Source: an optimization exercise on an open RTL-to-GDS flow (aim: small area and a short achievable clock period). Production flows keep margins and buffers that such runs may drop. Where RTL was checked, it was by simulation tests only, not by an equivalence proof against the original. No functional check of the RTL was part of run 7. No driver is modelled on the clock port, so clocking that relies on it looks cheaper here than on a real chip. Power is estimated from default activity; no workload was simulated.

<file path="flow/flow/run.sh">
#!/bin/bash
# Own layout flow: the standard ORFS layout, with one change to clock tree
# synthesis (cts_hook.tcl): the intermediate levels of TritonCTS's tree are
# removed, so the leaf buffers hang directly on the root buffer's net. The tree
# stays balanced (every register is two buffers from the clock port).
# Port buffers start as buf_1 (the smallest buffer) instead of clkdlybuf4s50_1.
set -euo pipefail
here=$(pwd)
export PRE_CTS_TCL=$here/flow/cts_hook.tcl
export BUFFER_PORTS_ARGS="-buffer_cell sky130_fd_sc_hd__buf_1"
bash standard.sh > "$here/standard_flow.log" 2>&1
</file>
<file path="flow/flow/cts_hook.tcl">
# Wrap clock_tree_synthesis: after TritonCTS builds its tree, remove the
# buffers between the root buffer and the leaf (cluster) buffers, and hang
# the leaf buffers directly on the net their removed driver was driven by.
rename clock_tree_synthesis tritoncts_clock_tree_synthesis
proc clock_tree_synthesis { args } {
  tritoncts_clock_tree_synthesis {*}$args
  set block [ord::get_db_block]
  for { set level 1 } { $level < 10 } { incr level } {
    foreach inst [$block getInsts] {
      set name [$inst getName]
      if { ![string match "clkbuf_${level}_*" $name] } { continue }
      set in [[$inst findITerm A] getNet]
      set out [[$inst findITerm X] getNet]
      foreach it [$out getITerms] {
        if { [$it getInst] ne $inst } {
          $it disconnect
          $it connect $in
        }
      }
      odb::dbInst_destroy $inst
      odb::dbNet_destroy $out
      puts "cts_hook: removed $name"
    }
  }
}
</file>
<file path="flow/standard.sh">
#!/bin/bash
# synth_recipe.tcl (not shown) runs the flow's synth.tcl, then flattens the netlist and writes it again
# the make line also repeats each setting of config.mk as NAME=value (left out here)
make -C /OpenROAD-flow-scripts/flow DESIGN_CONFIG=/design/flow/config.mk WORK_HOME=/design/flow/orfs CLKGATE_MAP_FILE= SYNTH_SCRIPT=/design/flow/synth_recipe.tcl "${@:-finish}"
</file>
<file path="flow/config.mk">
export PLATFORM = sky130hd
export DESIGN_NAME = adatreceive
export DESIGN_NICKNAME = adatreceive
export VERILOG_FILES = /design/flow/design.v
export SDC_FILE = /design/flow/constraint.sdc
export NUM_CORES = 4
export LEC_CHECK = 0
export CAP_MARGIN = 20
export CORE_MARGIN = 2
export CORE_UTILIZATION = 60
export CTS_CLUSTER_DIAMETER = 60
export CTS_CLUSTER_SIZE = 30
export SETUP_SLACK_MARGIN = 1.1
export SLEW_MARGIN = 20
</file>
<file path="flow/constraint.sdc">
create_clock -name core_clock -period 2.7 [get_ports {clk8x}]
set_input_delay 0.5400 -clock core_clock [delete_from_list [all_inputs] [get_ports {clk8x}]]
set_output_delay 0.5400 -clock core_clock [all_outputs]
set_load 0.01 [all_outputs]
</file>
<file path="flow/design.v">
`timescale 1ns / 1ps
module adatreclock(clk, rst, sdi, sample, sample_valid);
	input wire clk;
	input wire rst;
	input wire sdi;
	output wire sample;
	output reg sample_valid;
	reg d1, d2;
	reg [2:0] sample_timer;
	wire edge_detected = d1 ^ d2;
	assign sample = d2;
	always @ (posedge clk) begin
		if (rst) begin
			d1 <= 1'b0;
			d2 <= 1'b0;
			sample_timer <= 3'b0;
			sample_valid <= 1'b0;
		end
		else begin
			d1 <= sdi;
			d2 <= d1;
			if (edge_detected)
				sample_timer <= 3'b0;
			else
				sample_timer <= sample_timer + 3'd1;
			sample_valid <= !edge_detected && (sample_timer == 3'd3);
		end
	end
endmodule
`timescale 1ns / 1ps
module adatreceive(clk8x, rst, sdi, frame_sync, bit_sync,
	ch1, ch2, ch3, ch4,
	ch5, ch6, ch7, ch8);
	input wire clk8x;
	input wire rst;
	input wire sdi;
	output reg frame_sync;
	output wire bit_sync;
	output reg [23:0] ch1;
	output reg [23:0] ch2;
	output reg [23:0] ch3;
	output reg [23:0] ch4;
	output reg [23:0] ch5;
	output reg [23:0] ch6;
	output reg [23:0] ch7;
	output reg [23:0] ch8;
	reg [7:0] bitpos;
	reg [28:0] shiftreg;
	reg prevbit;
	wire [23:0] sample;
	wire [23:0] rsample;
	wire [23:0] ldval;
	wire sdi_reclocked;
	wire found_sync_pattern;
	assign sample[23:20] = shiftreg[28:25];
	assign sample[19:16] = shiftreg[23:20];
	assign sample[15:12] = shiftreg[18:15];
	assign sample[11:8]  = shiftreg[13:10];
	assign sample[7:4]   = shiftreg[8:5];
	assign sample[3:0]   = shiftreg[3:0];
	genvar i;
	generate
		for (i = 0; i < 24; i = i + 1) begin
			assign rsample[i] = sample[23-i];
		end
	endgenerate
	assign ldval = rst ? 24'd0 : rsample;
	adatreclock reclocker(
		.clk(clk8x),
		.rst(rst),
		.sdi(sdi),
		.sample(sdi_reclocked),
		.sample_valid(bit_sync)
	);
	assign found_sync_pattern =
		(shiftreg[28:19] == 10'b0000000000);
	reg [7:0] ld_q;
	wire [7:0] ld_next;
	assign ld_next[0] = ~found_sync_pattern & (bitpos == 8'd33);
	assign ld_next[1] = ~found_sync_pattern & (bitpos == 8'd63);
	assign ld_next[2] = ~found_sync_pattern & (bitpos == 8'd93);
	assign ld_next[3] = ~found_sync_pattern & (bitpos == 8'd123);
	assign ld_next[4] = ~found_sync_pattern & (bitpos == 8'd153);
	assign ld_next[5] = ~found_sync_pattern & (bitpos == 8'd183);
	assign ld_next[6] = ~found_sync_pattern & (bitpos == 8'd213);
	assign ld_next[7] = ~found_sync_pattern & (bitpos == 8'd243);
	wire ld1 = rst | ld_q[0];
	wire ld2 = rst | ld_q[1];
	wire ld3 = rst | ld_q[2];
	wire ld4 = rst | ld_q[3];
	wire ld5 = rst | ld_q[4];
	wire ld6 = rst | ld_q[5];
	wire ld7 = rst | ld_q[6];
	wire ld8 = rst | ld_q[7];
	always @ (posedge clk8x) begin
		if (ld1) ch1 <= ldval;
		if (ld2) ch2 <= ldval;
		if (ld3) ch3 <= ldval;
		if (ld4) ch4 <= ldval;
		if (ld5) ch5 <= ldval;
		if (ld6) ch6 <= ldval;
		if (ld7) ch7 <= ldval;
		if (ld8) ch8 <= ldval;
	end
	always @ (posedge clk8x) begin
		if (rst) begin
			frame_sync <= 1'b0;
			bitpos <= 8'd0;
			shiftreg <= 29'h1fffffff;
			prevbit <= 1'b0;
			ld_q <= 8'd0;
		end
		else begin
			frame_sync <= bit_sync & found_sync_pattern;
			if (bit_sync) begin
				prevbit <= sdi_reclocked;
				ld_q <= ld_next;
				shiftreg <= {sdi_reclocked ^ prevbit, shiftreg[28:1]};
				if (found_sync_pattern)
					bitpos <= 8'd0;
				else
					bitpos <= bitpos + 8'd1;
			end
		end
	end
endmodule
</file>
==> results of run 1 <==
[worst paths after layout]
path | start | endpoint | slack (ns) | cells after the start
worst min register to register | reclocker.sample_timer[0] | reclocker.sample_timer[0] | 0.43 | 1
worst min-delay path | sdi | reclocker.d1 | 0.32 | 2
worst max register to register | bitpos[0] | ld_q[3] | 1.27 | 4
worst max-delay path | rst | ch8[11] | 1.13 | 2
[per-stage QoR]
step | std cells | power [mW] | setup WS [ns] | hold WS [ns] | cell area (um^2)
floorplan | 423 | 4.57 | 1.01 | 0.398 | 8060
global placement | 785 | 4.74 | 0.715 | 0.411 | 8970
detailed placement | 785 | 4.75 | 0.692 | 0.416 | 8970
CTS | 807 | 6.85 | 1.13 | 0.306 | 9400
global route | 808 | 7.03 | 1.09 | 0.341 | 9420
finish | 808 | 6.80 | 1.13 | 0.319 | 9420
[state kept, by name, summed over array words and instances, names as in the netlist, 24 cells and up]
register,count
ch1,24
ch2,24
ch3,24
ch4,24
ch5,24
ch6,24
ch7,24
ch8,24
shiftreg,29
[Yosys cell counts]
master / instances
and4b_2: 1
nor3b_1: 4
mux2i_1: 30
o21ai_0: 3
a32o_1: 6
ha_1: 4
clkbuf_1: 6
nand4_1: 3
nor2_1: 11
nor4_4: 2
buf_2: 2
nand3_1: 3
and4bb_2: 1
nand2_4: 1
nand2_1: 32
and2_1: 3
a21oi_1: 3
a41o_1: 2
buf_4: 6
or2_2: 8
a211oi_1: 1
xnor2_1: 2
a311oi_2: 1
xor2_1: 3
inv_1: 3
a22o_1: 1
a21oi_2: 1
nor2b_1: 26
or4_4: 1
edfxtp_1: 192
or3_2: 1
dfxtp_1: 53
and3_1: 4
or3_1: 2
o31ai_1: 1
[timing repair]
action                                  in CTS  in global routing
pin swaps                                    0                  0
resized for setup                            2                  3
buffers inserted                             0                  1
endpoints found under the setup margin       8                 64
[area by class of cell]
cell class / instances / share of cell area, %
clock inverter: 8 / 1.04
multi-input combinational: 161 / 12.2
sequential: 245 / 72.5
timing repair buffer: 201 / 8.26
clock buffer: 14 / 3.49
inverter: 3 / 0.120
tap: 176 / 2.34
[cell families (layout without fill, tap and decap cells)]
group	count (synthesis)	count (layout)
AND/OR/NAND/NOR	103	103
multiplexers	30	30
buffers and inverters	17	226
flip-flops	245	245
adder cells (fa/ha/maj)	4	4
AO/OA/AOI/OAI	19	19
XOR/XNOR	5	5
[power groups by stage]
stage / logic (mW) / registers [mW] / clock network [mW]
final: 0.353 / 4.30 / 2.14
after global routing: 0.389 / 4.32 / 2.32
after CTS: 0.356 / 4.31 / 2.19
after detailed placement: 0.355 / 4.39 / 0
after global placement: 0.352 / 4.39 / 0
after floorplan: 0.102 / 4.46 / 0
[layer usage]
| layer | GRT usage, % | up-vias | share of wire, % |
|---|---|---|---|
| met4 | 8.24 | 0 | 1.5 |
| met1 | 30.8 | 2138 | 44 |
| li1 | - | 1970 | - |
| met3 | 6.18 | 14 | 6.7 |
| met2 | 33.3 | 173 | 48 |
| met5 | 0 | - | 0 |
==> flow_metrics.env, run 1 <==
export IMPL_via_per_inst=5.32
export IMPL_io_pins=197
export IMPL_worst_path_max_fanout=24
export IMPL_clock_latency_ns=0.42
export IMPL_synth_top_family_by_area="simple AND/OR/NAND/NOR gates"
export IMPL_cts_sinks=245
export IMPL_grt_use_total_pct=21.9
export IMPL_irDropWorstVdd_v=0.000498
export IMPL_hold_violations=0
export IMPL_syn_num_nets=430
export IMPL_combinationalPowerShare_pct=5.2
export IMPL_start_util_pct=61.1
export IMPL_cp_top_family="simple AND/OR/NAND/NOR gates"
export IMPL_cts_tree="built"
export IMPL_fp_coreArea_um2=13200
export IMPL_power_density_nw_per_um2=722
export IMPL_setup_viol=0
export IMPL_cap_violations=0
export IMPL_synth_cell_type_count=35
export IMPL_p_sw_mw=1.50
export IMPL_syn_area_um2=8060
export IMPL_seq_area_frac_synth_pct=84.7
export IMPL_grt_overflow=0
export IMPL_synthSimpleGateAreaFrac_pct=7.33
export IMPL_leakagePower_nw=3.17
export IMPL_finClkSkew_ns=0.0124
export IMPL_seq_power_share_pct=63.3
export IMPL_yosysWarnings=2
export IMPL_netlist_area_leader_share_pct=71.6
export IMPL_postRouteAntennaNets=0
export IMPL_holdBufCountCts=0
export IMPL_drc=0
export IMPL_vias=4295
export IMPL_synth_seq_cells=245
export IMPL_syn_to_final_growth_pct=16.9
export IMPL_drive_gt1_share_pct=7.12
export IMPL_p_int_mw=5.29
export IMPL_grt_pass1_vias=4020
export IMPL_multi_input_area_um2=1150
export IMPL_slowest_stage="or2_2"
export IMPL_synth_xor_area_share_pct=0.543
export IMPL_layout_common_cells="195 x buf_1, 192 x edfxtp_1, 52 x dfxtp_1, 32 x nand2_1, 30 x mux2i_1"
export IMPL_dp_hpwl_mm=9.46
export IMPL_dieArea_um2=14400
export IMPL_drt_first_iter_violations=363
export IMPL_nets=631
export IMPL_max_freq_mhz=637
export IMPL_fin_crit_sh_pct=58.1
export IMPL_cp_arrival_ns=1.62
export IMPL_die_x_um=120
export IMPL_grt_pass1_wl_mm=22.7
export IMPL_switching_share_pct=22.1
export IMPL_start_kind="primary input"
export IMPL_syn_inst=423
export IMPL_die_h_um=120
export IMPL_synth_avg_cell_area_um2=19.0
export IMPL_antenna_found_initial=0
export IMPL_yosys_area_share_adder_pct=0.621
export IMPL_totalWireLength_mm=15.1
export IMPL_worstSetupPathType="primary input to register"
export IMPL_wl_per_cell_um=18.6
export IMPL_tightest_slew_ns=0.782
export IMPL_slew_headroom_pct=47.9
export IMPL_rows=42
export IMPL_tns_ns=0
export IMPL_layout_commonest_cell="buf_1"
export IMPL_clockPowerShare_pct=31.5
export IMPL_synth_compound_area_share_pct=1.96
export IMPL_period_needed_ns=1.57
export IMPL_rsz0062_at_grt="true"
export IMPL_grt_max_degree=36
export IMPL_required_ns=2.75
export IMPL_port_buffers=196
export IMPL_cp_cell_sequence="clkbuf_2 > or2_2"
export IMPL_cts_clk_slew_worst_paths_ns=0.09
export IMPL_first_pass_iters=5
export IMPL_synth_top_area_cell="edfxtp_1"
export IMPL_fillers=906
export IMPL_synthTopCellsByArea="edfxtp_1 72%, dfxtp_1 13%, mux2i_1 3.7%, nor2b_1 2.0%, nand2_1 1.5%"
export IMPL_cp_end_kind="register"
export IMPL_cts_buffers_inserted=14
export IMPL_hp_class="primary input to register"
export IMPL_num_antenna_cells=0
export IMPL_regArea_um2=6830
export IMPL_status="finished clean"
export IMPL_cp_num_buf_inv=1
export IMPL_drv_slew=0
export IMPL_place_gp_congestion=0.753
export IMPL_synth_area_mux_share_pct=3.73
export IMPL_postLayoutCoreUtil_pct=71.4
export IMPL_cpPeakStageDelay_ns=0.71
==> run 2: changes to the inputs <==
--- a/flow/config.mk
+++ b/flow/config.mk
@@ -12,3 +12,3 @@
 export CTS_CLUSTER_SIZE = 30
-export SETUP_SLACK_MARGIN = 1.1
+export SETUP_SLACK_MARGIN = 1.0
 export SLEW_MARGIN = 20
==> flow_metrics.env, run 2 <==
export IMPL_synth_cell_type_count=35
export IMPL_cts_sinks=245
export IMPL_dieArea_um2=14400
export IMPL_p_total_mw=6.79
export IMPL_cp_top_family="flip-flops"
export IMPL_postLayoutCoreUtil_pct=71.3
export IMPL_port_buffers=196
export IMPL_nets=630
export IMPL_slowest_stage="dfxtp_2"
export IMPL_cp_cell_sequence="buf_1"
export IMPL_max_freq_mhz=630
export IMPL_place_gp_congestion=0.753
export IMPL_period_needed_ns=1.59
export IMPL_clock_latency_ns=0.42
export IMPL_tns_ns=0
export IMPL_synth_edff_count=192
export IMPL_start_kind="register"
export IMPL_drive_gt1_share_pct=6.97
export IMPL_slew_headroom_pct=44.9
export IMPL_syn_num_nets=430
export IMPL_syn_area_um2=8060
export IMPL_yosysWarnings=2
export IMPL_num_antenna_cells=0
export IMPL_synthFlopType="edfxtp_1"
export IMPL_cts_tree="built"
export IMPL_ys_async_sr_fraction_pct=0
export IMPL_grt_max_degree=36
export IMPL_synth_xor_area_share_pct=0.543
export IMPL_worst_slack_ns=1.11
export IMPL_synthTopCellsByArea="edfxtp_1 72%, dfxtp_1 13%, mux2i_1 3.7%, nor2b_1 2.0%, nand2_1 1.5%"
export IMPL_via_per_inst=5.29
export IMPL_finClkSkew_ns=0.0127
export IMPL_seq_area_frac_synth_pct=84.7
export IMPL_worst_path_max_fanout=11
export IMPL_pre_cts_slack_ns=0.692
export IMPL_largest_reg_flops=29
export IMPL_power_density_nw_per_um2=723
export IMPL_cp_num_buf_inv=1
export IMPL_synth_compound_area_share_pct=1.96
export IMPL_vias=4268
export IMPL_syn_inst=423
export IMPL_setup_viol=0
export IMPL_grt_pass1_vias=4020
export IMPL_synth_top_family_by_area="simple AND/OR/NAND/NOR gates"
export IMPL_cp_end_kind="output pin"
export IMPL_drt_first_iter_violations=293
export IMPL_die_h_um=120
export IMPL_layout_commonest_cell="buf_1"
export IMPL_layout_common_cells="195 x buf_1, 192 x edfxtp_1, 52 x dfxtp_1, 32 x nand2_1, 30 x mux2i_1"
export IMPL_cp_arrival_ns=1.05
export IMPL_synth_area_mux_share_pct=3.73
export IMPL_required_ns=2.16
export IMPL_die_x_um=120
export IMPL_synthSimpleGateAreaFrac_pct=7.33
export IMPL_synth_top_area_cell="edfxtp_1"
export IMPL_hold_violations=0
export IMPL_first_pass_iters=5
export IMPL_grt_overflow=0
export IMPL_tightest_slew_ns=0.827
export IMPL_status="finished clean"
export IMPL_leakagePower_nw=3.16
export IMPL_grt_use_total_pct=21.9
export IMPL_drc=0
export IMPL_synth_avg_cell_area_um2=19.0
export IMPL_cap_violations=0
export IMPL_synth_seq_cells=245
export IMPL_fp_coreArea_um2=13200
export IMPL_netlist_area_leader_share_pct=71.6
export IMPL_drv_slew=0
export IMPL_rows=42
export IMPL_syn_to_final_growth_pct=16.6
export IMPL_antenna_found_initial=0
export IMPL_start_util_pct=61.1
export IMPL_irDropWorstVdd_v=0.000498
export IMPL_wl_per_cell_um=18.7
export IMPL_cpPeakStageDelay_ns=0.46
export IMPL_top_register="shiftreg"
export IMPL_totalWireLength_mm=15.1
export IMPL_yosys_area_share_adder_pct=0.621
export IMPL_yosysMostFrequentCell="edfxtp_1"
export IMPL_fin_crit_sh_pct=58.8
export IMPL_postRouteAntennaNets=0
export IMPL_cts_buffers_inserted=14
export IMPL_hp_class="primary input to register"
export IMPL_ys_top_cells_by_count="192 x edfxtp_1, 53 x dfxtp_1, 32 x nand2_1, 30 x mux2i_1, 26 x nor2b_1"
export IMPL_rsz0062_at_grt="false"
export IMPL_io_pins=197
export IMPL_dp_hpwl_mm=9.46
export IMPL_grt_pass1_wl_mm=22.7
export IMPL_worstSetupPathType="register to output pin"
export IMPL_cts_clk_slew_worst_paths_ns=0.09
run 2: cell counts after synthesis:
Identical to the previous run, type by type.
run 2: area by class of cell:
| type | instances | area [um^2] |
|---|---|---|
| sequential | 245 | 6830 |
| fill | 911 | 3790 |
| multi-input combinational | 161 | 1140 |
| timing repair buffer | 200 | 771 |
| clock buffer | 14 | 329 |
| tap | 176 | 220 |
| clock inverter | 8 | 97.6 |
| inverter | 3 | 11.3 |
run 2: stage by stage:
stage / std cells / hold slack (ns) / instance area, um^2
after floorplan: 423 / 0.398 / 8060
after global placement: 785 / 0.411 / 8970
after detailed placement: 785 / 0.416 / 8970
after CTS: 807 / 0.306 / 9400
after global routing: 807 / 0.341 / 9400
final: 807 / 0.320 / 9400
run 2: final timing paths:
check	slack, ns	startpoint	cells past startpoint	endpoint
worst max-delay path	1.11	reclocker.sample_valid	1	bit_sync
worst min-delay path	0.32	sdi	2	reclocker.d1
worst max register to register	1.23	reclocker.sample_valid	3	bitpos[1]
worst min register to register	0.43	reclocker.sample_timer[0]	1	reclocker.sample_timer[0]
run 2: kinds of logic (layout without fill, tap and decap cells):
logic type,count (synthesis),after routing
fa+ha+maj,4,4
mux,30,30
xor+xnor,5,5
simple gates,103,103
buf+inv,17,225
compound gates,19,19
flops,245,245
run 2: layer usage:
metal / GRT usage (%) / up-vias / routed length [um] / part of all wire (%)
met5: 0 / - / 0 / 0
li1: - / 1968 / - / -
met4: 8.24 / 0 / 211 / 1.4
met2: 33.3 / 177 / 7120 / 47
met1: 30.7 / 2110 / 6760 / 45
met3: 6.18 / 13 / 1000 / 6.6
run 2: power by group:
part / internal (mW) / switching, mW / total [mW]
Clock: 0.960 / 1.18 / 2.14
Combinational: 0.0799 / 0.270 / 0.350
Sequential: 4.25 / 0.0539 / 4.31
run 2: repair_timing:
item / 4_1_cts / 5_1_grt
endpoints found under the setup margin: 0 / 8
resized for setup: 0 / 1
setup buffers: 0 / 0
hold endpoints to repair: 0 / 0
hold buffers: 0 / 0
==> run 3: changes to the inputs <==
--- a/flow/config.mk
+++ b/flow/config.mk
@@ -12,3 +12,3 @@
 export CTS_CLUSTER_SIZE = 30
-export SETUP_SLACK_MARGIN = 1.0
+export SETUP_SLACK_MARGIN = 1.3
 export SLEW_MARGIN = 20
==> flow_metrics.env, run 3 <==
export IMPL_slowest_stage="edfxtp_1"
export IMPL_drt_first_iter_violations=322
export IMPL_placedCellCount=784
export IMPL_nets=639
export IMPL_critical_path_depth=1
export IMPL_cp_arrival_ns=1.02
export IMPL_met3_length_um=991
export IMPL_grt_use_total_pct=21.6
export IMPL_synth_seq_cells=245
export IMPL_r2r_cells=4
export IMPL_leakagePower_nw=3.65
export IMPL_placed_cell_area_um2=8980
export IMPL_synthTopCellsByArea="edfxtp_1 72%, dfxtp_1 13%, mux2i_1 3.7%, nor2b_1 2.0%, nand2_1 1.5%"
export IMPL_layout_common_cells="192 x edfxtp_1, 151 x clkbuf_2, 47 x dfxtp_1, 43 x buf_1, 32 x nand2_1"
export IMPL_clockPowerShare_pct=29.3
export IMPL_tightest_slew_ns=0.534
export IMPL_cp_end_kind="output pin"
export IMPL_grt_overflow=0
export IMPL_worstHoldPathCells=2
export IMPL_period_needed_ns=1.56
export IMPL_grt_max_degree=34
export IMPL_p_int_mw=5.20
export IMPL_start_util_pct=61.1
export IMPL_vias=4306
export IMPL_grt_pass1_wl_mm=22.5
export IMPL_syn_to_final_growth_pct=20.4
export IMPL_cap_violations=0
export IMPL_largest_reg_flops=29
export IMPL_io_pins=197
export IMPL_cpPeakStageDelay_ns=0.45
export IMPL_hp_class="primary input to register"
export IMPL_die_h_um=120
export IMPL_die_x_um=120
export IMPL_synth_cell_type_count=35
export IMPL_regArea_um2=6840
export IMPL_top_register="shiftreg"
export IMPL_layout_commonest_cell="edfxtp_1"
export IMPL_dp_hpwl_mm=9.37
export IMPL_cts_clk_slew_worst_paths_ns=0.10
export IMPL_worst_slack_ns=1.14
export IMPL_switching_share_pct=21.8
export IMPL_dieArea_um2=14400
export IMPL_port_buffers=196
export IMPL_syn_area_um2=8060
export IMPL_worstSetupPathType="register to output pin"
export IMPL_totalWireLength_mm=15.5
export IMPL_postLayoutCoreUtil_pct=73.6
export IMPL_syn_num_nets=430
export IMPL_netlist_area_leader_share_pct=71.6
export IMPL_holdBufCountCts=0
export IMPL_synth_top_area_cell="edfxtp_1"
export IMPL_syn_inst=423
export IMPL_cp_top_family="flip-flops"
export IMPL_finClkSkew_ns=0.0140
export IMPL_cts_tree="built"
export IMPL_via_per_inst=5.28
export IMPL_num_antenna_cells=0
export IMPL_p_sw_mw=1.45
export IMPL_pre_cts_slack_ns=0.690
export IMPL_fillers=902
export IMPL_worst_path_max_fanout=1
export IMPL_fp_coreArea_um2=13200
export IMPL_irDropWorstVdd_v=0.000494
export IMPL_rows=42
export IMPL_seq_area_frac_synth_pct=84.7
export IMPL_wl_met1_mm=6.67
export IMPL_multi_input_area_um2=1230
export IMPL_place_gp_congestion=0.764
export IMPL_yosysMostFrequentCell="edfxtp_1"
export IMPL_fin_crit_sh_pct=57.7
export IMPL_dr_max_layer_used="met4"
export IMPL_slew_headroom_pct=64.3
export IMPL_yosysWarnings=2
export IMPL_drc=0
export IMPL_synthFlopType="edfxtp_1"
export IMPL_tns_ns=0
export IMPL_ys_top_cells_by_count="192 x edfxtp_1, 53 x dfxtp_1, 32 x nand2_1, 30 x mux2i_1, 26 x nor2b_1"
export IMPL_grt_pass1_vias=4003
export IMPL_p_total_mw=6.64
export IMPL_clock_latency_ns=0.41
export IMPL_power_density_nw_per_um2=684
export IMPL_antenna_found_initial=0
export IMPL_required_ns=2.16
export IMPL_combinationalPowerShare_pct=6.0
export IMPL_cts_sinks=245
export IMPL_cp_cell_sequence="buf_1"
export IMPL_start_kind="register"
export IMPL_synth_edff_count=192
export IMPL_fin_area_um2=9700
export IMPL_whs_ns=0.352
export IMPL_wl_met2_mm=7.66
export IMPL_hold_violations=0
export IMPL_drv_slew=0
export IMPL_cp_num_buf_inv=1
export IMPL_status="finished clean"
export IMPL_setup_viol=0
export IMPL_wl_per_cell_um=19.0
export IMPL_seq_power_share_pct=64.8
export IMPL_synth_avg_cell_area_um2=19.0
export IMPL_drive_gt1_share_pct=34.3
export IMPL_max_freq_mhz=642
export IMPL_final_cells=815
export IMPL_ys_async_sr_fraction_pct=0
export IMPL_postRouteAntennaNets=0
export IMPL_first_pass_iters=4
export IMPL_rsz0062_at_grt="true"
export IMPL_cts_buffers_inserted=13
run 3: cell count changes in the layout (fill, tap and decap cells not counted), moves of 6 or more:
cell      delta
buf_1      -152
buf_4        +6
clkbuf_2   +150
nor2b_2      +7
or2_4        +8
nor2b_1      -7
run 3: routing by layer:
metal | GRT usage, % | up-vias
met2 | 33.9 | 167
met1 | 30.5 | 2133
met5 | 0 | -
met4 | 6.84 | 0
met3 | 5.23 | 12
li1 | - | 1994
run 3: area by class of cell:
class	count	area share, %
timing repair buffer	207	10.7
multi-input combinational	164	12.6
clock inverter	5	0.761
inverter	3	0.155
tap	176	2.27
sequential	245	70.5
clock buffer	15	3.00
run 3: path summary, 6_finish.rpt:
kind | startpoint | endpoint | slack, ns
worst max-delay path | ch3[0] | ch3[0] | 1.14
worst min-delay path | sdi | reclocker.d1 | 0.35
worst max register to register | reclocker.sample_valid | bitpos[7] | 1.34
worst min register to register | reclocker.sample_timer[0] | reclocker.sample_timer[0] | 0.46
run 3: kinds of logic after synthesis:
| group | Yosys count | synth area share [%] |
|---|---|---|
| DFF | 245 | 84.7 |
| and+or+nand+nor | 103 | 7.33 |
| muxes | 30 | 3.73 |
| AOI/OAI and AO/OA | 19 | 1.96 |
| buffers and inverters | 17 | 1.10 |
| xor gates and xnor gates | 5 | 0.544 |
| adders and majority gates | 4 | 0.621 |
run 3: timing repair:
action | CTS | global route
pin swaps | 2 | 8
setup endpoints to repair | 525 | 276
buffers inserted | 2 | 6
hold endpoints to repair | 0 | 0
resized for setup | 10 | 170
gates cloned | 1 | 2
run 3: power groups by stage:
stage | clock network, mW | registers, mW | logic, mW
global route | 2.11 | 4.32 | 0.432
CTS | 1.99 | 4.31 | 0.361
detailed placement | 0 | 4.39 | 0.356
finish | 1.94 | 4.30 | 0.396
floorplan | 0 | 4.46 | 0.110
global placement | 0 | 4.39 | 0.350
==> run 4: changes to the inputs <==
--- a/flow/flow/run.sh
+++ b/flow/flow/run.sh
@@ -5,3 +5,2 @@
 # stays balanced (every register is two buffers from the clock port).
-# Port buffers start as buf_1 (the smallest buffer) instead of clkdlybuf4s50_1.
 set -euo pipefail
@@ -9,3 +8,2 @@
 export PRE_CTS_TCL=$here/flow/cts_hook.tcl
-export BUFFER_PORTS_ARGS="-buffer_cell sky130_fd_sc_hd__buf_1"
 bash standard.sh > "$here/standard_flow.log" 2>&1
--- a/flow/config.mk
+++ b/flow/config.mk
@@ -12,3 +12,3 @@
 export CTS_CLUSTER_SIZE = 30
-export SETUP_SLACK_MARGIN = 1.3
+export SETUP_SLACK_MARGIN = 1.2
 export SLEW_MARGIN = 20
==> flow_metrics.env, run 4 <==
export IMPL_leakagePower_nw=3.68
export IMPL_synth_avg_cell_area_um2=19.0
export IMPL_synth_top_area_cell="edfxtp_1"
export IMPL_largest_reg_flops=29
export IMPL_ys_async_sr_fraction_pct=0
export IMPL_cp_num_buf_inv=1
export IMPL_irDropWorstVdd_v=0.000572
export IMPL_cp_top_family="flip-flops"
export IMPL_worstSetupPathType="register to output pin"
export IMPL_clockPowerShare_pct=29.3
export IMPL_place_gp_congestion=0.790
export IMPL_cp_arrival_ns=1.01
export IMPL_slew_headroom_pct=59.4
export IMPL_final_cells=806
export IMPL_wl_per_cell_um=19.9
export IMPL_port_buffers=196
export IMPL_grt_use_total_pct=23.2
export IMPL_placedCellCount=784
export IMPL_r2r_cells=3
export IMPL_syn_inst=423
export IMPL_drv_slew=0
export IMPL_worstHoldPathCells=1
export IMPL_layout_common_cells="194 x buf_2, 192 x edfxtp_1, 49 x dfxtp_1, 32 x nand2_1, 30 x mux2i_1"
export IMPL_finClkSkew_ns=0.0150
export IMPL_critical_path_depth=1
export IMPL_die_h_um=120
export IMPL_clock_latency_ns=0.42
export IMPL_required_ns=2.16
export IMPL_drt_first_iter_violations=366
export IMPL_die_x_um=120
export IMPL_top_register="shiftreg"
export IMPL_synthTopCellsByArea="edfxtp_1 72%, dfxtp_1 13%, mux2i_1 3.7%, nor2b_1 2.0%, nand2_1 1.5%"
export IMPL_grt_overflow=0
export IMPL_slowest_stage="edfxtp_1"
export IMPL_io_pins=197
export IMPL_hold_violations=0
export IMPL_tns_ns=0
export IMPL_switching_share_pct=21.9
export IMPL_fin_crit_sh_pct=57.3
export IMPL_antenna_found_initial=0
export IMPL_multi_input_area_um2=1170
export IMPL_nets=630
export IMPL_yosysMostFrequentCell="edfxtp_1"
export IMPL_drive_gt1_share_pct=38.1
export IMPL_yosysWarnings=2
export IMPL_rows=42
export IMPL_syn_num_nets=430
export IMPL_totalWireLength_mm=16.0
export IMPL_cpPeakStageDelay_ns=0.43
export IMPL_cp_end_kind="output pin"
export IMPL_ys_top_cells_by_count="192 x edfxtp_1, 53 x dfxtp_1, 32 x nand2_1, 30 x mux2i_1, 26 x nor2b_1"
export IMPL_num_antenna_cells=0
export IMPL_max_freq_mhz=647
export IMPL_layout_commonest_cell="buf_2"
export IMPL_grt_pass1_wl_mm=24.3
export IMPL_syn_to_final_growth_pct=19.4
export IMPL_start_kind="register"
export IMPL_worst_slack_ns=1.15
export IMPL_rsz0062_at_grt="true"
export IMPL_vias=4331
export IMPL_cp_cell_sequence="buf_2"
export IMPL_setup_viol=0
export IMPL_pre_cts_slack_ns=0.732
export IMPL_tightest_slew_ns=0.608
export IMPL_fp_coreArea_um2=13200
export IMPL_cts_buffers_inserted=13
export IMPL_seq_area_frac_synth_pct=84.7
export IMPL_status="finished clean"
export IMPL_synth_edff_count=192
export IMPL_start_util_pct=61.1
export IMPL_power_density_nw_per_um2=691
export IMPL_grt_pass1_vias=4117
export IMPL_grt_max_degree=35
export IMPL_hp_class="register to register"
export IMPL_worst_path_max_fanout=1
export IMPL_dp_hpwl_mm=10.0
export IMPL_first_pass_iters=5
export IMPL_netlist_area_leader_share_pct=71.6
export IMPL_cts_clk_slew_worst_paths_ns=0.11
export IMPL_synth_cell_type_count=35
export IMPL_dieArea_um2=14400
export IMPL_via_per_inst=5.37
export IMPL_regArea_um2=6830
export IMPL_drc=0
export IMPL_p_sw_mw=1.46
export IMPL_p_int_mw=5.19
export IMPL_seq_power_share_pct=64.6
export IMPL_cap_violations=0
export IMPL_syn_area_um2=8060
export IMPL_period_needed_ns=1.55
export IMPL_synth_seq_cells=245
export IMPL_combinationalPowerShare_pct=6.1
export IMPL_synthFlopType="edfxtp_1"
export IMPL_fillers=848
export IMPL_cts_sinks=245
export IMPL_postRouteAntennaNets=0
export IMPL_cts_tree="built"
run 4: cell types whose count changed in the layout (fill, tap and decap cells not counted), moves of 3 or more:
cell,change
buf_4,-6
buf_2,+193
nor2b_1,+7
nor2b_2,-7
or2_2,-3
buf_1,-43
clkbuf_2,-151
run 4: cell type report:
cell class	count	share of cell area, %
clock buffer	13	2.94
multi-input combinational	162	12.2
tap	176	2.29
timing repair buffer	200	10.6
sequential	245	71.0
inverter	3	0.117
clock inverter	7	0.793
run 4: metal layers:
| layer | wire length [um] | vias up | global-route usage [%] | share of wire [%] |
|---|---|---|---|---|
| li1 | - | 1982 | - | - |
| met1 | 6830 | 2150 | 32.1 | 43 |
| met2 | 7970 | 183 | 37.3 | 50 |
| met3 | 1010 | 16 | 6.37 | 6.3 |
| met4 | 235 | 0 | 5.66 | 1.5 |
| met5 | 0 | - | 0 | 0 |
run 4: power groups by stage:
stage | sequential, mW | clock (mW) | combinational (mW)
floorplan | 4.46 | 0 | 0.107
global placement | 4.39 | 0 | 0.536
detailed placement | 4.39 | 0 | 0.548
CTS | 4.30 | 1.98 | 0.412
global route | 4.31 | 2.09 | 0.438
finish | 4.30 | 1.95 | 0.406
run 4: final timing paths:
check	from	endpoint	slack [ns]
setup / recovery	ch5[15]	ch5[15]	1.15
hold / removal	reclocker.sample_timer[0]	reclocker.sample_timer[0]	0.43
setup reg to reg	shiftreg[28]	ld_q[4]	1.29
hold reg to reg	reclocker.sample_timer[0]	reclocker.sample_timer[0]	0.43
run 4: metrics by stage:
stage                     area (um^2)  utilization (%)  hold WS, ns  power, mW
after floorplan                  8080                -        0.398       4.57
after global placement          10200             77.3        0.407       4.93
after detailed placement        10200             77.3        0.422       4.94
after CTS                        9620             72.9        0.438       6.69
after global routing             9620             72.9        0.443       6.84
final                            9620             72.9        0.434       6.65
run 4: repair_timing:
action	CTS	global route
cloned	1	0
pin swaps	1	0
endpoints found under the setup margin	232	393
hold buffers	0	0
buffers inserted	1	0
resized for setup	778	6
run 4: kinds of logic after synthesis:
kind of cell    count (synthesis)  synth area share, %
simple gates                  103                 7.33
mux                            30                 3.73
fa+ha+maj                       4                0.621
compound gates                 19                 1.96
xor+xnor                        5                0.544
flops                         245                 84.7
buf+inv                        17                 1.10
==> run 5: changes to the inputs <==
--- a/flow/flow/run.sh
+++ b/flow/flow/run.sh
@@ -8,2 +8,3 @@
 export PRE_CTS_TCL=$here/flow/cts_hook.tcl
+export POST_GLOBAL_PLACE_TCL=$here/flow/place_hook.tcl
 bash standard.sh > "$here/standard_flow.log" 2>&1
==> flow/flow/place_hook.tcl (new file) <==
# After global placement: put each output port buffer on the spot of the cell
# that drives it (detailed placement then legalizes it next to that cell), so
# that the buffer, not the register, drives the wire to the port.
set block [ord::get_db_block]
foreach inst [$block getInsts] {
  if { ![string match "output*" [$inst getName]] } { continue }
  set net [[$inst findITerm A] getNet]
  if { $net eq "NULL" } { continue }
  foreach it [$net getITerms] {
    if { [$it isOutputSignal] } {
      set drv [$it getInst]
      set loc [$drv getLocation]
      $inst setLocation [lindex $loc 0] [lindex $loc 1]
      break
    }
  }
}
puts "place_hook: output buffers moved to their drivers"
==> flow_metrics.env, run 5 <==
export IMPL_rsz0062_at_grt="true"
export IMPL_syn_num_nets=430
export IMPL_synthFlopType="edfxtp_1"
export IMPL_yosysWarnings=2
export IMPL_drt_first_iter_violations=424
export IMPL_period_needed_ns=1.57
export IMPL_totalWireLength_mm=19.7
export IMPL_fillers=835
export IMPL_drc=0
export IMPL_nets=635
export IMPL_grt_pass1_wl_mm=28.3
export IMPL_syn_inst=423
export IMPL_dieArea_um2=14400
export IMPL_ys_top_cells_by_count="192 x edfxtp_1, 53 x dfxtp_1, 32 x nand2_1, 30 x mux2i_1, 26 x nor2b_1"
export IMPL_start_util_pct=61.1
export IMPL_synth_seq_cells=245
export IMPL_leakagePower_nw=3.75
export IMPL_required_ns=2.16
export IMPL_vias=4586
export IMPL_placed_cell_area_um2=10200
export IMPL_cp_end_kind="output pin"
export IMPL_yosysMostFrequentCell="edfxtp_1"
export IMPL_cap_violations=0
export IMPL_syn_area_um2=8060
export IMPL_slew_headroom_pct=58.0
export IMPL_worst_path_max_fanout=1
export IMPL_hold_violations=0
export IMPL_hp_class="register to register"
export IMPL_synth_top_family_by_area="simple AND/OR/NAND/NOR gates"
export IMPL_postRouteAntennaNets=0
export IMPL_cp_num_buf_inv=1
export IMPL_layout_common_cells="192 x edfxtp_1, 176 x buf_2, 50 x dfxtp_1, 32 x nand2_1, 30 x mux2i_1"
export IMPL_cts_buffers_inserted=15
export IMPL_start_kind="register"
export IMPL_max_freq_mhz=638
export IMPL_fp_coreArea_um2=13200
export IMPL_top_register="shiftreg"
export IMPL_seq_area_frac_synth_pct=84.7
export IMPL_drv_slew=0
export IMPL_irDropWorstVdd_v=0.000608
export IMPL_num_antenna_cells=0
export IMPL_cp_top_family="flip-flops"
export IMPL_cts_clk_slew_worst_paths_ns=0.08
export IMPL_tns_ns=0
export IMPL_rows=42
export IMPL_netlist_area_leader_share_pct=71.6
export IMPL_cts_sinks=245
export IMPL_syn_to_final_growth_pct=21.8
export IMPL_status="finished clean"
export IMPL_grt_max_degree=38
export IMPL_port_buffers=196
export IMPL_yosys_area_share_adder_pct=0.621
export IMPL_cp_cell_sequence="buf_6"
export IMPL_worstSetupPathType="register to output pin"
export IMPL_finClkSkew_ns=0.0148
export IMPL_io_pins=197
export IMPL_ys_async_sr_fraction_pct=0
export IMPL_synth_top_area_cell="edfxtp_1"
export IMPL_synth_compound_area_share_pct=1.96
export IMPL_synthSimpleGateAreaFrac_pct=7.33
export IMPL_via_per_inst=5.65
export IMPL_die_h_um=120
export IMPL_holdBufCountCts=0
export IMPL_whs_ns=0.441
export IMPL_dp_hpwl_mm=12.4
export IMPL_grt_pass1_vias=4351
export IMPL_setup_viol=0
export IMPL_synth_cell_type_count=35
export IMPL_pre_cts_slack_ns=0.726
export IMPL_slowest_stage="edfxtp_1"
export IMPL_cpPeakStageDelay_ns=0.45
export IMPL_die_x_um=120
export IMPL_first_pass_iters=5
export IMPL_synth_xor_area_share_pct=0.543
export IMPL_synth_edff_count=192
export IMPL_antenna_found_initial=0
export IMPL_largest_reg_flops=29
export IMPL_tightest_slew_ns=0.628
export IMPL_grt_use_total_pct=28.1
export IMPL_synthTopCellsByArea="edfxtp_1 72%, dfxtp_1 13%, mux2i_1 3.7%, nor2b_1 2.0%, nand2_1 1.5%"
export IMPL_fin_area_um2=9810
export IMPL_power_density_nw_per_um2=702
export IMPL_synth_area_mux_share_pct=3.73
export IMPL_wl_per_cell_um=24.3
export IMPL_synth_avg_cell_area_um2=19.0
export IMPL_layout_commonest_cell="edfxtp_1"
export IMPL_worst_slack_ns=1.13
export IMPL_grt_overflow=0
export IMPL_cts_tree="built"
export IMPL_cp_arrival_ns=1.03
export IMPL_drive_gt1_share_pct=38.7
export IMPL_fin_crit_sh_pct=58.0
export IMPL_clock_latency_ns=0.43
-- run 5: cell types whose count changed in the layout (fill, tap and decap cells not counted), moves of 2 or more --
| cell | before | now |
|---|---|---|
| clkinv_4 | 0 | 2 |
| or2_2 | 0 | 3 |
| buf_2 | 194 | 176 |
| inv_8 | 2 | 0 |
| buf_6 | 1 | 19 |
| clkbuf_16 | 11 | 13 |
-- run 5: path summary, 6_finish.rpt --
kind	slack [ns]	depth (start not counted)	start	end
setup / recovery	1.13	1	ch1[7]	ch1[7]
hold / removal	0.44	1	reclocker.sample_timer[0]	reclocker.sample_timer[0]
setup reg to reg	1.29	3	shiftreg[28]	ld_q[4]
hold reg to reg	0.44	1	reclocker.sample_timer[0]	reclocker.sample_timer[0]
-- run 5: kinds of logic (layout without fill, tap and decap cells) --
| kind of cell | after synthesis | after routing |
|---|---|---|
| muxes | 30 | 30 |
| buffers and inverters | 17 | 226 |
| xor gates and xnor gates | 5 | 5 |
| AOI/OAI and AO/OA | 19 | 19 |
| DFF | 245 | 245 |
| adders and majority gates | 4 | 4 |
| and+or+nand+nor | 103 | 107 |
-- run 5: routing by layer --
metal  wire, um  vias up  part of all wire (%)  global-route usage, %
li1           -     1985                     -                      -
met1       8180     2305                    41                   38.8
met2       9270      275                    47                   42.3
met3       1960       21                   9.9                   9.93
met4        317        0                   1.6                   9.49
met5          0        -                     0                      0
-- run 5: report_power, final --
part	total, mW	switching, mW	internal [mW]
Combinational	0.460	0.315	0.145
Clock	2.13	1.18	0.955
Sequential	4.30	0.0511	4.25
-- run 5: stage by stage --
stage / total power [mW] / util [%] / std cells
6_report: 6.89 / 74.4 / 812
3_5_place_dp: 4.97 / 77.3 / 784
3_3_place_gp: 4.93 / 77.3 / 784
2_1_floorplan: 4.57 / - / 423
4_1_cts: 6.91 / 73.7 / 812
5_1_grt: 7.07 / 74.4 / 812
-- run 5: repair_timing --
action | in CTS | in global routing
gates cloned | 4 | 0
gates resized for setup | 783 | 32
setup endpoints to repair | 254 | 341
pin swaps | 4 | 0
buffers inserted | 1 | 0
-- run 5: final cells by class --
type	instances	area (um^2)	area share, %
Tap cell	176	220	2.24
Multi-Input combinational cell	165	1190	12.1
Timing Repair Buffer	200	1130	11.6
Sequential cell	245	6830	69.6
Clock buffer	15	343	3.49
Inverter	3	11.3	0.115
Clock inverter	8	80.1	0.816
==> run 6: changes to the inputs <==
--- a/flow/flow/run.sh
+++ b/flow/flow/run.sh
@@ -5,2 +5,5 @@
 # stays balanced (every register is two buffers from the clock port).
+# Port buffers start as buf_1 (the smallest buffer) instead of clkdlybuf4s50_1.
+# After global placement each output register is moved next to its port
+# buffer (place_hook.tcl).
 set -euo pipefail
@@ -8,2 +11,3 @@
 export PRE_CTS_TCL=$here/flow/cts_hook.tcl
+export BUFFER_PORTS_ARGS="-buffer_cell sky130_fd_sc_hd__buf_1"
 export POST_GLOBAL_PLACE_TCL=$here/flow/place_hook.tcl
==> flow/flow/place_hook.tcl (replaced) <==
# After global placement: move each register that drives an output port
# buffer onto that buffer's spot (next to the port); detailed placement then
# legalizes both. This keeps the wire from the register to its port buffer
# short.
set block [ord::get_db_block]
set moved 0
foreach inst [$block getInsts] {
  if { ![string match "output*" [$inst getName]] } { continue }
  set net [[$inst findITerm A] getNet]
  if { $net eq "NULL" } { continue }
  foreach it [$net getITerms] {
    if { [$it isOutputSignal] } {
      set drv [$it getInst]
      if { [[$drv getMaster] isSequential] } {
        set loc [$inst getLocation]
        $drv setLocation [lindex $loc 0] [lindex $loc 1]
        incr moved
      }
      break
    }
  }
}
puts "place_hook: moved $moved registers to their output port buffers"
==> flow_metrics.env, run 6 <==
export IMPL_status="finished clean"
export IMPL_vias=4389
export IMPL_syn_num_nets=430
export IMPL_cts_tree="built"
export IMPL_syn_to_final_growth_pct=20.2
export IMPL_rsz0062_at_grt="true"
export IMPL_regArea_um2=6830
export IMPL_yosysMostFrequentCell="edfxtp_1"
export IMPL_yosys_area_share_adder_pct=0.621
export IMPL_num_antenna_cells=0
export IMPL_multi_input_area_um2=1190
export IMPL_syn_inst=423
export IMPL_layout_common_cells="192 x edfxtp_1, 155 x clkbuf_2, 50 x dfxtp_1, 37 x buf_1, 32 x nand2_1"
export IMPL_synth_top_family_by_area="simple AND/OR/NAND/NOR gates"
export IMPL_cp_num_buf_inv=1
export IMPL_synthFlopType="edfxtp_1"
export IMPL_final_cells=811
export IMPL_grt_max_degree=32
export IMPL_cp_arrival_ns=1.01
export IMPL_antenna_found_initial=0
export IMPL_nets=634
export IMPL_top_register="shiftreg"
export IMPL_slew_headroom_pct=61.5
export IMPL_grt_use_total_pct=22.7
export IMPL_worstSetupPathType="register to output pin"
export IMPL_required_ns=2.16
export IMPL_hp_class="primary input to register"
export IMPL_clock_latency_ns=0.43
export IMPL_p_total_mw=6.85
export IMPL_synth_cell_type_count=35
export IMPL_r2r_slack_ns=1.29
export IMPL_io_pins=197
export IMPL_dp_hpwl_mm=9.82
export IMPL_worst_path_max_fanout=1
export IMPL_synthSimpleGateAreaFrac_pct=7.33
export IMPL_ys_async_sr_fraction_pct=0
export IMPL_cp_cell_sequence="buf_1"
export IMPL_ys_top_cells_by_count="192 x edfxtp_1, 53 x dfxtp_1, 32 x nand2_1, 30 x mux2i_1, 26 x nor2b_1"
export IMPL_setup_viol=0
export IMPL_cts_buffers_inserted=14
export IMPL_max_freq_mhz=645
export IMPL_drc=0
export IMPL_grt_overflow=0
export IMPL_synth_xor_area_share_pct=0.543
export IMPL_synth_compound_area_share_pct=1.96
export IMPL_seq_area_frac_synth_pct=84.7
export IMPL_synth_top_area_cell="edfxtp_1"
export IMPL_fillers=828
export IMPL_cts_sinks=245
export IMPL_port_buffers=196
export IMPL_finClkSkew_ns=0.0161
export IMPL_fp_coreArea_um2=13200
export IMPL_start_util_pct=61.1
export IMPL_r2r_cells=4
export IMPL_grt_pass1_vias=4141
export IMPL_cp_end_kind="output pin"
export IMPL_die_h_um=120
export IMPL_synth_seq_cells=245
export IMPL_largest_reg_flops=29
export IMPL_syn_area_um2=8060
export IMPL_netlist_area_leader_share_pct=71.6
export IMPL_leakagePower_nw=3.67
export IMPL_slowest_stage="edfxtp_1"
export IMPL_yosysWarnings=2
export IMPL_synth_avg_cell_area_um2=19.0
export IMPL_cts_clk_slew_worst_paths_ns=0.10
export IMPL_totalWireLength_mm=16.0
export IMPL_postRouteAntennaNets=0
export IMPL_drive_gt1_share_pct=34.5
export IMPL_placedCellCount=786
export IMPL_cp_top_family="flip-flops"
export IMPL_r2r_end="ld_q[4]"
export IMPL_grt_pass1_wl_mm=23.7
export IMPL_layout_commonest_cell="edfxtp_1"
export IMPL_synth_area_mux_share_pct=3.73
export IMPL_synthTopCellsByArea="edfxtp_1 72%, dfxtp_1 13%, mux2i_1 3.7%, nor2b_1 2.0%, nand2_1 1.5%"
export IMPL_tns_ns=0
export IMPL_period_needed_ns=1.55
export IMPL_die_x_um=120
export IMPL_rows=42
export IMPL_synth_edff_count=192
export IMPL_hold_violations=0
export IMPL_worstHoldPathCells=2
export IMPL_cpPeakStageDelay_ns=0.44
export IMPL_power_density_nw_per_um2=707
export IMPL_first_pass_iters=5
export IMPL_fin_crit_sh_pct=57.4
export IMPL_r2r_start="shiftreg[21]"
export IMPL_dieArea_um2=14400
export IMPL_min_from="sdi"
export IMPL_start_kind="register"
export IMPL_drv_slew=0
export IMPL_tightest_slew_ns=0.577
export IMPL_crit_start="ch7[11]"
export IMPL_via_per_inst=5.41
export IMPL_irDropWorstVdd_v=0.000477
export IMPL_cap_violations=0
export IMPL_drt_first_iter_violations=401
export IMPL_wl_per_cell_um=19.7
export IMPL_holdPathEnd="reclocker.d1"
run 6: stage by stage:
| step | util (%) | setup slack, ns | hold slack [ns] | instance area [um^2] |
|---|---|---|---|---|
| after detailed placement | 68.2 | 0.748 | 0.432 | 9000 |
| after global placement | 68.2 | 0.857 | 0.410 | 9000 |
| after global routing | 73.4 | 1.09 | 0.379 | 9690 |
| after CTS | 71.5 | 1.11 | 0.359 | 9430 |
| after floorplan | - | 1.20 | 0.398 | 8080 |
| final | 73.4 | 1.15 | 0.383 | 9690 |
run 6: worst max-delay path by stage:
| stage | endpoint | cells after the start | slack (ns) |
|---|---|---|---|
| after floorplan | ch1[0] | 3 | 1.20 |
| after global placement | ch1[6] | 3 | 0.86 |
| after detailed placement | ch1[0] | 3 | 0.75 |
| after CTS | ch7[11] | 1 | 1.11 |
| after global routing | ch7[11] | 1 | 1.09 |
| final | ch7[11] | 1 | 1.15 |
run 6: where the power goes:
| part | internal [mW] | leakage [nW] | switching, mW |
|---|---|---|---|
| Sequential | 4.25 | 2.31 | 0.0567 |
| Combinational | 0.118 | 1.15 | 0.280 |
| Clock | 0.955 | 0.210 | 1.19 |
run 6: cells by family (layout without fill, tap and decap cells):
| family | count (synthesis) | after routing |
|---|---|---|
| flip-flops | 245 | 245 |
| buffers and inverters | 17 | 229 |
| adder cells (fa/ha/maj) | 4 | 4 |
| AO/OA/AOI/OAI | 19 | 19 |
| XOR/XNOR | 5 | 5 |
| AND/OR/NAND/NOR | 103 | 103 |
| multiplexers | 30 | 30 |
run 6: layout make-up:
class                           instances  area share (%)
Clock buffer                           14            3.40
Clock inverter                          8            1.01
Inverter                                3           0.116
Multi-Input combinational cell        161            12.3
Sequential cell                       245            70.5
Tap cell                              176            2.27
Timing Repair Buffer                  204            10.3
run 6: repair_timing:
action | in CTS | in global routing
hold buffers | 0 | 0
setup buffers | 0 | 3
gates resized for setup | 4 | 171
cloned | 0 | 0
setup endpoints to repair | 94 | 270
pin swaps | 0 | 1
endpoints found under the hold margin | 0 | 0
run 6: per-layer routing:
metal	vias up	share of wire (%)	track usage [%]
met1	2184	44	31.7
li1	1993	-	-
met5	-	0	0
met4	0	0.80	6.25
met2	202	49	36.3
met3	10	6.1	5.51
==> run 7: changes to the inputs <==
--- a/flow/design.v
+++ b/flow/design.v
@@ -77,2 +77,3 @@
 	reg [7:0] ld_q;
+	reg [7:0] ldn_q;	 
 	wire [7:0] ld_next;
@@ -95,10 +96,10 @@
 	always @ (posedge clk8x) begin
-		if (ld1) ch1 <= ldval;
-		if (ld2) ch2 <= ldval;
-		if (ld3) ch3 <= ldval;
-		if (ld4) ch4 <= ldval;
-		if (ld5) ch5 <= ldval;
-		if (ld6) ch6 <= ldval;
-		if (ld7) ch7 <= ldval;
-		if (ld8) ch8 <= ldval;
+		ch1 <= ({24{ld1}} & ldval) | ({24{ldn_q[0] & ~rst}} & ch1);
+		ch2 <= ({24{ld2}} & ldval) | ({24{ldn_q[1] & ~rst}} & ch2);
+		ch3 <= ({24{ld3}} & ldval) | ({24{ldn_q[2] & ~rst}} & ch3);
+		ch4 <= ({24{ld4}} & ldval) | ({24{ldn_q[3] & ~rst}} & ch4);
+		ch5 <= ({24{ld5}} & ldval) | ({24{ldn_q[4] & ~rst}} & ch5);
+		ch6 <= ({24{ld6}} & ldval) | ({24{ldn_q[5] & ~rst}} & ch6);
+		ch7 <= ({24{ld7}} & ldval) | ({24{ldn_q[6] & ~rst}} & ch7);
+		ch8 <= ({24{ld8}} & ldval) | ({24{ldn_q[7] & ~rst}} & ch8);
 	end
@@ -111,2 +112,3 @@
 			ld_q <= 8'd0;
+			ldn_q <= 8'hff;
 		end
@@ -117,2 +119,3 @@
 				ld_q <= ld_next;
+				ldn_q <= ~ld_next;
 				shiftreg <= {sdi_reclocked ^ prevbit, shiftreg[28:1]};
==> flow/flow/run.sh (replaced) <==
#!/bin/bash
# Own layout flow: the standard ORFS layout, with one change to clock tree
# synthesis (cts_hook.tcl): the intermediate levels of TritonCTS's tree are
# removed, so the leaf buffers hang directly on the root buffer's net. The tree
# stays balanced (every register is two buffers from the clock port).
set -euo pipefail
here=$(pwd)
export PRE_CTS_TCL=$here/flow/cts_hook.tcl
bash standard.sh > "$here/standard_flow.log" 2>&1
--- a/flow/config.mk
+++ b/flow/config.mk
@@ -7,2 +7,3 @@
 export LEC_CHECK = 0
+export ABC_AREA = 1
 export CAP_MARGIN = 20
removed: flow/flow/place_hook.tcl
==> flow_metrics.env, run 7 <==
export IMPL_netlist_area_leader_share_pct=59.1
export IMPL_status="finished clean"
export IMPL_cts_sinks=253
export IMPL_drc=0
export IMPL_largest_reg_flops=29
export IMPL_nets=1178
export IMPL_drv_slew=0
export IMPL_layout_common_cells="228 x nand3_1, 182 x buf_2, 178 x o21ai_0, 156 x dfxtp_2, 112 x nand2_1"
export IMPL_syn_area_um2=8570
export IMPL_synthTopCellsByArea="dfxtp_1 59%, nand3_1 13%, o21ai_0 11%, nand2_1 5.3%, nor2_1 2.3%"
export IMPL_cpPeakStageDelay_ns=0.39
export IMPL_top_register="shiftreg"
export IMPL_ys_async_sr_fraction_pct=0
export IMPL_layout_commonest_cell="nand3_1"
export IMPL_synthFlopType="dfxtp_1"
export IMPL_synth_top_area_cell="dfxtp_1"
export IMPL_wl_per_cell_um=19.8
export IMPL_fillers=1092
export IMPL_cts_buffers_inserted=14
export IMPL_worst_path_max_fanout=2
export IMPL_period_needed_ns=1.48
export IMPL_tightest_slew_ns=1.00
export IMPL_totalWireLength_mm=26.9
export IMPL_holdBufCountCts=0
export IMPL_num_antenna_cells=0
export IMPL_cap_violations=0
export IMPL_cp_num_buf_inv=1
export IMPL_regArea_um2=5260
export IMPL_hp_class="register to register"
export IMPL_grt_pass1_vias=7201
export IMPL_rsz0062_at_grt="true"
export IMPL_synth_seq_cells=253
export IMPL_antenna_found_initial=0
export IMPL_die_h_um=124
export IMPL_hold_violations=0
export IMPL_cts_tree="built"
export IMPL_drive_gt1_share_pct=36.8
export IMPL_postRouteAntennaNets=0
export IMPL_grt_use_total_pct=35.2
export IMPL_slowest_stage="dfxtp_2"
export IMPL_io_pins=197
export IMPL_dieArea_um2=15300
export IMPL_start_util_pct=61.5
export IMPL_yosysMostFrequentCell="dfxtp_1"
export IMPL_vias=8036
export IMPL_syn_to_final_growth_pct=22.4
export IMPL_syn_inst=1001
export IMPL_port_buffers=196
export IMPL_place_gp_congestion=0.887
export IMPL_slew_headroom_pct=33.2
export IMPL_ys_top_cells_by_count="253 x dfxtp_1, 228 x nand3_1, 181 x o21ai_0, 122 x nand2_1, 52 x nor2_1"
export IMPL_power_density_nw_per_um2=604
export IMPL_finClkSkew_ns=0.0219
export IMPL_max_freq_mhz=675
export IMPL_irDropWorstVdd_v=0.000628
export IMPL_grt_overflow=0
export IMPL_leakagePower_nw=4.81
export IMPL_synth_avg_cell_area_um2=8.56
export IMPL_setup_viol=0
export IMPL_cp_end_kind="output pin"
export IMPL_start_kind="register"
export IMPL_worstSetupPathType="register to output pin"
export IMPL_synth_cell_type_count=21
export IMPL_cp_arrival_ns=0.94
export IMPL_fp_coreArea_um2=13900
export IMPL_whs_ns=0.433
export IMPL_via_per_inst=5.92
export IMPL_dp_hpwl_mm=16.8
export IMPL_fin_crit_sh_pct=54.9
export IMPL_cts_clk_slew_worst_paths_ns=0.10
export IMPL_clock_latency_ns=0.44
export IMPL_synth_edff_count=0
export IMPL_syn_num_nets=1008
export IMPL_drt_first_iter_violations=1023
export IMPL_yosysWarnings=2
export IMPL_grt_pass1_wl_mm=40.4
export IMPL_cp_cell_sequence="buf_6"
export IMPL_cp_top_family="flip-flops"
export IMPL_seq_area_frac_synth_pct=59.1
export IMPL_required_ns=2.16
export IMPL_rows=43
export IMPL_die_x_um=124
export IMPL_first_pass_iters=5
export IMPL_tns_ns=0
export IMPL_grt_max_degree=55
export IMPL_multi_input_area_um2=3080
run 7: cell types whose count changed after synthesis, sizes merged, moves of 6 or more:
cell / change
nand2: +97
nand3: +225
mux2i: -30
o21ai: +196
nor2b: -26
clkbuf: +33
or2: -8
edfxtp: -192
buf: +31
nor2: +42
dfxtp: +200
a32o: -6
inv: +35
a21oi: +7
run 7: cells by family after synthesis:
group / after synthesis / synth area share, %
DFF: 253 / 59.1
xor gates and xnor gates: 4 / 0.409
AOI/OAI and AO/OA: 212 / 12.4
and+or+nand+nor: 412 / 21.7
buffers and inverters: 116 / 5.81
adders and majority gates: 4 / 0.584
run 7: metrics by stage:
stage               worst slack (ns)  instance area [um^2]  std cells  power (mW)  util, %
detailed placement             0.546                 10600       1315        4.29     75.9
finish                          1.22                 10500       1358        6.34     75.3
floorplan                       1.46                  8570       1001        4.10        -
CTS                             1.13                 10400       1357        6.32     74.7
global placement               0.578                 10600       1315        4.28     75.9
global route                    1.18                 10500       1358        6.51     75.3
run 7: per-layer routing:
metal | vias to the layer above | wire length [um] | global-route usage, %
met2 | 404 | 13000 | 57.9
met1 | 3867 | 11300 | 47.7
met3 | 46 | 2020 | 4.66
li1 | 3719 | - | -
met4 | 0 | 580 | 12.4
met5 | - | 0 | 0
run 7: final cells by class:
class / count / area share (%)
sequential: 253 / 50.2
multi-input combinational: 633 / 29.3
timing repair buffer: 232 / 13.0
clock buffer: 15 / 3.17
tap: 180 / 2.15
inverter: 38 / 1.61
clock inverter: 6 / 0.525
timing repair inverter: 1 / 0.0835
run 7: worst paths after layout:
kind | slack [ns] | start | end | cells past startpoint
setup reg to reg | 1.26 | ld_q[2] | ch3[1] | 2
setup / recovery | 1.22 | ch1[13] | ch1[13] | 1
hold / removal | 0.43 | reclocker.sample_timer[0] | reclocker.sample_timer[0] | 1
hold reg to reg | 0.43 | reclocker.sample_timer[0] | reclocker.sample_timer[0] | 1
run 7: report_power, final:
part | leakage (nW) | internal, mW | switching (mW)
logic | 2.50 | 0.109 | 0.246
registers | 2.12 | 3.80 | 0.0446
clock network | 0.187 | 0.913 | 1.23
total | 4.81 | 4.82 | 1.52
run 7: timing repair:
action,4_1_cts,5_1_grt
cloned,1,1
setup buffers,20,0
pin swaps,0,1
resized for setup,932,38
endpoints found under the setup margin,381,56

separate check: timing with driven ports:
No port has a modelled driver above. Below, the same layouts with a new extraction and two added sets of constraints.
Step 1 sets driving cells, clkbuf_16 on the clock port and buf_2 on the other inputs (assumed; they add their load-dependent delay and slew).
Step 2 adds t to the input delays and takes it off the output delays; t is the mean of the earliest and latest rising clock arrival at the registers after step 1. Input paths then give back, and output paths get back, about the clock's delay inside the block.
a / b / c = ideal / step 1 / step 2; a / b = the first two.
run | t, ns | setup WS [ns] | worst setup path at the end | clock arrival spread, ns | cell pins on the clock port's net
run 1 | 0.453 | 1.131 / 1.140 / 0.697 | input to register | 0.018 / 0.019 | 1
run 2 | 0.453 | 1.113 / 1.073 / 0.683 | input to register | 0.019 / 0.019 | 1
run 3 | 0.451 | 1.143 / 1.101 / 0.877 | input to register | 0.015 / 0.015 | 1
run 4 | 0.455 | 1.154 / 1.114 / 0.893 | input to register | 0.016 / 0.016 | 1
run 5 | 0.461 | 1.133 / 1.089 / 0.862 | input to register | 0.021 / 0.022 | 1
run 6 | 0.456 | 1.151 / 1.111 / 0.866 | input to register | 0.019 / 0.020 | 1
run 7 | 0.471 | 1.218 / 1.175 / 0.779 | input to register | 0.024 / 0.023 | 1
After both steps setup and hold are still met in every run listed. For run 7, which loses most, drivers alone change the setup slack by -0.043 ns; drivers and shift together by -0.439 ns.
